From an optimization exercise on the open Yosys and OpenROAD flow, aimed at small area and a short achievable clock period; shortcuts taken in it are not production practice. RTL that was checked went through simulation tests only; none was proved equivalent to the original. No activity file was given, so power comes from the tool's default toggle rates.

Design mult_top, start of the top module:
module mult_top(
    input clk,
    input  [15:0] x,
    input  [15:0] y,
    output [31:0] p_out
    );
    wire [1:0] gx, gy;
    wire [10:1] wx, wy;
    wire xz, yz;
    reg  [1:0] gx1, gy1;
    reg  [10:1] wx1, wy1;
    reg  sgn1, nz1;
    ALM10_SOA_win ux(.x(x), .g(gx), .w(wx), .xz(xz));
    ALM10_SOA_win uy(.x(y), .g(gy), .w(wy), .xz(yz));
    wire [7:0] h;
    wire [11:0] g;
    wire sn;
    reg  [7:0] h2;
    reg  [11:0] g2;
    reg  sn2;
    ALM10_SOA_mid um(.gx(gx1), .wx(wx1), .gy(gy1), .wy(wy1), .sgn(sgn1), .nz(nz1),
                     .h(h), .g(g), .sn(sn));
    always @(posedge clk) begin
        gx1 <= gx;  wx1 <= wx;  gy1 <= gy;  wy1 <= wy;
        sgn1 <= x[15] ^ y[15];  nz1 <= ~(xz | yz);
        h2 <= h;    g2 <= g;    sn2 <= sn;
    end
    ALM10_SOA_out uo(.h(h2), .g(g2), .sn(sn2), .p(p_out));
endmodule
Settings: LEC_CHECK=0, CAP_MARGIN=20, CORE_MARGIN=2, CORE_UTILIZATION=40, CTS_CLUSTER_DIAMETER=80, CTS_CLUSTER_SIZE=24, SETUP_SLACK_MARGIN=4.0, SLEW_MARGIN=20, SYNTH_HIERARCHICAL=1; clock period 7.0 ns.
standard.sh (not shown) runs the stock make flow with config.mk's settings and CLKGATE_MAP_FILE= SYNTH_SCRIPT=/design/flow/synth_recipe.tcl, a recipe that flattens the netlist after the stock synthesis.
==> flow/flow/run.sh <==
#!/bin/bash
# The standard layout, with plain buffers (not delay cells) on the ports.
set -euo pipefail
bash standard.sh BUFFER_PORTS_ARGS="-buffer_cell sky130_fd_sc_hd__buf_1" ABC_LOAD_IN_FF=1 finish > flow_make.log 2>&1
The baseline completed without violations.
Then changed:
Settings changed: CTS_CLUSTER_DIAMETER 80 to not set, CTS_CLUSTER_SIZE 24 to not set.
- The changed run completed without violations
- total power does not change
- wire length is unchanged
- setup slack stays the same
- cell count is unchanged
- die area is unchanged
- non-clock buffer count is unchanged
- via count does not change
- global-route usage does not change
Then changed:
Settings changed: SETUP_SLACK_MARGIN 4.0 to 3.8.
Effect:
- The new run produced a clean layout
- final cell count stays flat
- non-clock buffer count falls by 1
- sequential cell count is unchanged
- total power falls by 3.8%
- area after synthesis is unchanged
- final area falls by 2.6%
- via count is about the same
- maximum frequency falls by about 8%
- setup slack degrades by 0.24 ns
- clock skew stays flat
No run of this note included a check of the RTL's function; only the layout flow was run.

The RTL this note starts from:
==> flow/design.v <==
`timescale 1ns / 1ps
module ALM10_SOA_lod(
    input  [14:0] a,
    output reg [3:0] k,
    output [5:0] f
    );
    integer i;
    always @* begin
        k = 4'd0;
        for (i = 1; i < 15; i = i + 1)
            if (a[i]) k = i;
    end
    wire [20:0] ext = {a, 6'b0};
    wire [20:0] sh  = ext << (4'd14 - k);
    assign f = sh[19:14];
endmodule
module ALM10_SOA_log(
    input  [15:0] x,
    input  [15:0] y,
    output [8:0]  lx,
    output [8:0]  ly,
    output        c,
    output        sgn,
    output        nz
    );
    wire [15:0] xa = x ^ {16{x[15]}};
    wire [15:0] ya = y ^ {16{y[15]}};
    wire [3:0] kx, ky;
    wire [5:0] fx, fy;
    ALM10_SOA_lod lodx(.a(xa[14:0]), .k(kx), .f(fx));
    ALM10_SOA_lod lody(.a(ya[14:0]), .k(ky), .f(fy));
    assign lx  = {kx, fx[5:1]};
    assign ly  = {ky, fy[5:1]};
    assign c   = fx[0] & fy[0];
    assign sgn = x[15] ^ y[15];
    assign nz  = (|x) & (|y);
endmodule
module ALM10_SOA_add(
    input  [8:0] lx,
    input  [8:0] ly,
    input        c,
    output [9:0] s
    );
    assign s = lx + ly + c;
endmodule
module ALM10_SOA_antilog(
    input  [9:0]  s,
    input         sgn,
    input         nz,
    output [31:0] p
    );
    wire [15:0] m = {1'b1, s[4:0], 10'b1111111111};
    wire [46:0] sh = {31'b0, m} << s[9:5];
    wire [31:0] o = sh[46:15];
    assign p = nz ? (o ^ {32{sgn}}) : 32'b0;
endmodule
module ALM10_SOA(
    input [15:0] x,
    input [15:0] y,
    output [31:0] p
    );
    wire [8:0] lx, ly;
    wire [9:0] s;
    wire c, sgn, nz;
    ALM10_SOA_log     lg(.x(x), .y(y), .lx(lx), .ly(ly), .c(c), .sgn(sgn), .nz(nz));
    ALM10_SOA_add     ad(.lx(lx), .ly(ly), .c(c), .s(s));
    ALM10_SOA_antilog al(.s(s), .sgn(sgn), .nz(nz), .p(p));
endmodule
`timescale 1ns / 10ps
module mult_top(
    input clk,
    input  [15:0] x,
    input  [15:0] y,
    output [31:0] p_out
    );
    wire [8:0] lx, ly;
    wire [9:0] s;
    wire c, sgn, nz;
    reg  [8:0] lx1, ly1;
    reg  c1, sgn1, nz1, sgn2, nz2;
    reg  [9:0] s2;
    ALM10_SOA_log lg(.x(x), .y(y), .lx(lx), .ly(ly), .c(c), .sgn(sgn), .nz(nz));
    ALM10_SOA_add ad(.lx(lx1), .ly(ly1), .c(c1), .s(s));
    always @(posedge clk) begin
        lx1 <= lx;  ly1 <= ly;  c1 <= c;  sgn1 <= sgn;  nz1 <= nz;
        s2 <= s;    sgn2 <= sgn1;  nz2 <= nz1;
    end
    ALM10_SOA_antilog al(.s(s2), .sgn(sgn2), .nz(nz2), .p(p_out));
endmodule
export LEC_CHECK = 0
export CAP_MARGIN = 20
export CORE_MARGIN = 2
export CORE_UTILIZATION = 40
export SETUP_SLACK_MARGIN = 3.0
export SLEW_MARGIN = 20
create_clock -name core_clock -period 7.0 [get_ports {clk}]
run.sh (not shown) runs the stock make flow with config.mk's settings and CLKGATE_MAP_FILE= SYNTH_SCRIPT=/design/flow/synth_recipe.tcl, a recipe that flattens the netlist after the stock synthesis.
Stock flow here: none of the scripts above is used.
The starting point completed with no timing, DRC or antenna violations.
Edit:
SETUP_SLACK_MARGIN = default   (was 3.0)
Result: Register-to-register slack stays flat; non-clock buffer count fell by 19; via count falls by 2.4%; cell area decreases by 6.8%; total power is lower by 5.9%; clock power stays flat.
No run of this note included a check of the RTL's function; only the layout flow was run.

mult_top, a different RTL version from the one above (not shown whole).
Size: ~410 cells after synthesis, ~47 flip-flops.
==> flow/config.mk <==
export PLATFORM = sky130hd
export DESIGN_NAME = mult_top
export DESIGN_NICKNAME = mult_top
export VERILOG_FILES = /design/flow/design.v
export SDC_FILE = /design/flow/constraint.sdc
export NUM_CORES = 4
export LEC_CHECK = 0
export CAP_MARGIN = 20
export CORE_MARGIN = 2
export CORE_UTILIZATION = 40
export SETUP_SLACK_MARGIN = 4.0
export SLEW_MARGIN = 20
export SYNTH_HIERARCHICAL = 1
==> flow/constraint.sdc <==
create_clock -name core_clock -period 7.0 [get_ports {clk}]
set_input_delay 1.4000 -clock core_clock [delete_from_list [all_inputs] [get_ports {clk}]]
set_output_delay 1.4000 -clock core_clock [all_outputs]
set_load 0.01 [all_outputs]
standard.sh (not shown) runs the stock make flow with config.mk's settings and CLKGATE_MAP_FILE= SYNTH_SCRIPT=/design/flow/synth_recipe.tcl, a recipe that flattens the netlist after the stock synthesis.
Scripts as last shown in full above: flow/flow/run.sh
The starting point produced a clean layout.
Edit:
SETUP_SLACK_MARGIN = 4.2   (was 4.0)
After rerunning: The new run completed with no timing, DRC or antenna violations; synthesized area stays the same; sequential share of layout area drops by 1.6 points; cell area climbs by 10%; fmax stays flat; total power climbs by 10%; critical path depth climbs by 1; via count climbs by 5.7%; routed wire length climbs by 9.4%; sequential cell count is unchanged.
No functional check of the RTL was part of any run of this note.

run 1:
Another version of the RTL of mult_top (not shown whole).
Size in the first run: ~410 cells after synthesis, about 47 flip-flops, roughly 65 I/O pins.
clock: 7.0 ns
lec_check: 0
cap_margin: 20
core_margin: 2
core_utilization: 40
setup_slack_margin: 4.0
slew_margin: 20
synth_hierarchical: 1
==> flow/flow/run.sh <==
#!/bin/bash
# The standard layout, with plain buffers (not delay cells) on the ports.
set -euo pipefail
bash standard.sh BUFFER_PORTS_ARGS="-buffer_cell sky130_fd_sc_hd__buf_1" CTS_ARGS="-sink_clustering_enable -repair_clock_nets -sink_clustering_size 50 -sink_clustering_max_diameter 400 -dont_use_dummy_load" finish > flow_make.log 2>&1
Both conditions hold for run 1: the flow ran to the end and the final layout passed the timing, DRC and antenna checks.
### run 1 -> run 2
# run 1
export LEC_CHECK = 0
export CAP_MARGIN = 20
export CORE_MARGIN = 2
export CORE_UTILIZATION = 40
export SETUP_SLACK_MARGIN = 4.0
export SLEW_MARGIN = 20
export SYNTH_HIERARCHICAL = 1
create_clock -name core_clock -period 7.0 [get_ports {clk}]
# run 2
export LEC_CHECK = 0
export CAP_MARGIN = 20
export CORE_MARGIN = 2
export CORE_UTILIZATION = 60
export SETUP_SLACK_MARGIN = 4.0
export SLEW_MARGIN = 20
export SYNTH_HIERARCHICAL = 1
create_clock -name core_clock -period 7.0 [get_ports {clk}]
==> flow/flow/run.sh <==
#!/bin/bash
# The standard layout, with plain buffers (not delay cells) on the ports.
set -euo pipefail
bash standard.sh BUFFER_PORTS_ARGS="-buffer_cell sky130_fd_sc_hd__buf_2" finish > flow_make.log 2>&1
Notes after the runs:
- Run 2 was carried through to the last stage, and its layout satisfied the timing, DRC and antenna checks.
- Run 2: part of the power in combinational logic is 2.7 points lower than what run 1 reported.
- Going from run 1 to run 2, power drawn by the sequential cells flat; design area up about 1.9%; worst hold slack down 0.022 ns.
- The number of tap instances of run 2 falls short of that of run 1 by about 30%.
- Where fmax is concerned, run 1 is better than run 2.
- On distinct cell type count after synthesis, run 1 tracks run 2 almost exactly.
- Run 2 consumes more power than run 1 does.
The inputs of run 3 differ from those of run 2 as listed below.
# run 2
export LEC_CHECK = 0
export CAP_MARGIN = 20
export CORE_MARGIN = 2
export CORE_UTILIZATION = 60
export SETUP_SLACK_MARGIN = 4.0
export SLEW_MARGIN = 20
export SYNTH_HIERARCHICAL = 1
create_clock -name core_clock -period 7.0 [get_ports {clk}]
# run 3
export LEC_CHECK = 0
export CAP_MARGIN = 20
export CORE_MARGIN = 2
export CORE_UTILIZATION = 40
export SETUP_SLACK_MARGIN = 4.0
export SLEW_MARGIN = 20
export SYNTH_HIERARCHICAL = 1
create_clock -name core_clock -period 7.0 [get_ports {clk}]
## What came out
Between run 3 and run 2, it is run 3 whose non-clock buffer count is lower, by 1.
The worst setup path endpoint comes out p_out[11] in one run and p_out[17] in the other, namely in run 3 and run 2 respectively.
Comparing run 2 and run 3, the lower total core area is on run 2.
Diff run 2 -> run 3 | die area | up by more than a quarter
The run with more setup slack is run 3; run 2 has less.
Compared with run 2, in run 3 routed length on met3 moved up, global-route met2 utilization moved down.
Run 3 vs run 2: final cell count without fillers up
Combinational power down about 1% in run 3 wrt run 2

==> static timing again, ports no longer ideal <==
No port has a modelled driver above. Below, the same layouts with a new extraction and two added sets of constraints.
Step 1 (the two cells are an assumption about what drives the block):
set clk [get_ports {clk}]
set_driving_cell -lib_cell sky130_fd_sc_hd__clkbuf_16 $clk
set_driving_cell -lib_cell sky130_fd_sc_hd__buf_2 [delete_from_list [all_inputs] $clk]
Step 2 moves the port delays by t, midway between the first and last clock arrival at a register: inputs arrive t later, outputs are due t later. That takes back most of the time a late clock gives input paths.
Three values: ideal, step 1, step 2; two values: the first two.
run	t (ns)	slack for setup (ns)	worst hold slack (ns)
the first run of note 1	0.321	4.091 / 4.063 / 3.832	0.483 / 0.483 / 0.483
the second run of note 1	0.321	4.091 / 4.063 / 3.832	0.483 / 0.483 / 0.483
the third run of note 1	0.321	3.848 / 3.819 / 3.622	0.483 / 0.483 / 0.483
the first run of note 2	0.303	3.051 / 3.017 / 2.807	0.324 / 0.324 / 0.324
the second run of note 2	0.303	1.852 / 1.865 / 1.562	0.324 / 0.324 / 0.324
the first run of note 3	0.322	4.085 / 4.056 / 3.788	0.464 / 0.464 / 0.464
the second run of note 3	0.311	4.080 / 4.052 / 4.000	0.435 / 0.435 / 0.435
run 1	0.318	4.101 / 4.067 / 3.861	0.512 / 0.512 / 0.512
run 2	0.324	4.051 / 4.021 / 3.836	0.490 / 0.490 / 0.490
run 3	0.324	4.077 / 4.046 / 3.799	0.520 / 0.520 / 0.520
After both steps setup and hold are still met in every run listed. The setup slack of the first run of note 3, which loses most, moves by -0.029 ns with the drivers and by -0.297 ns with both steps.
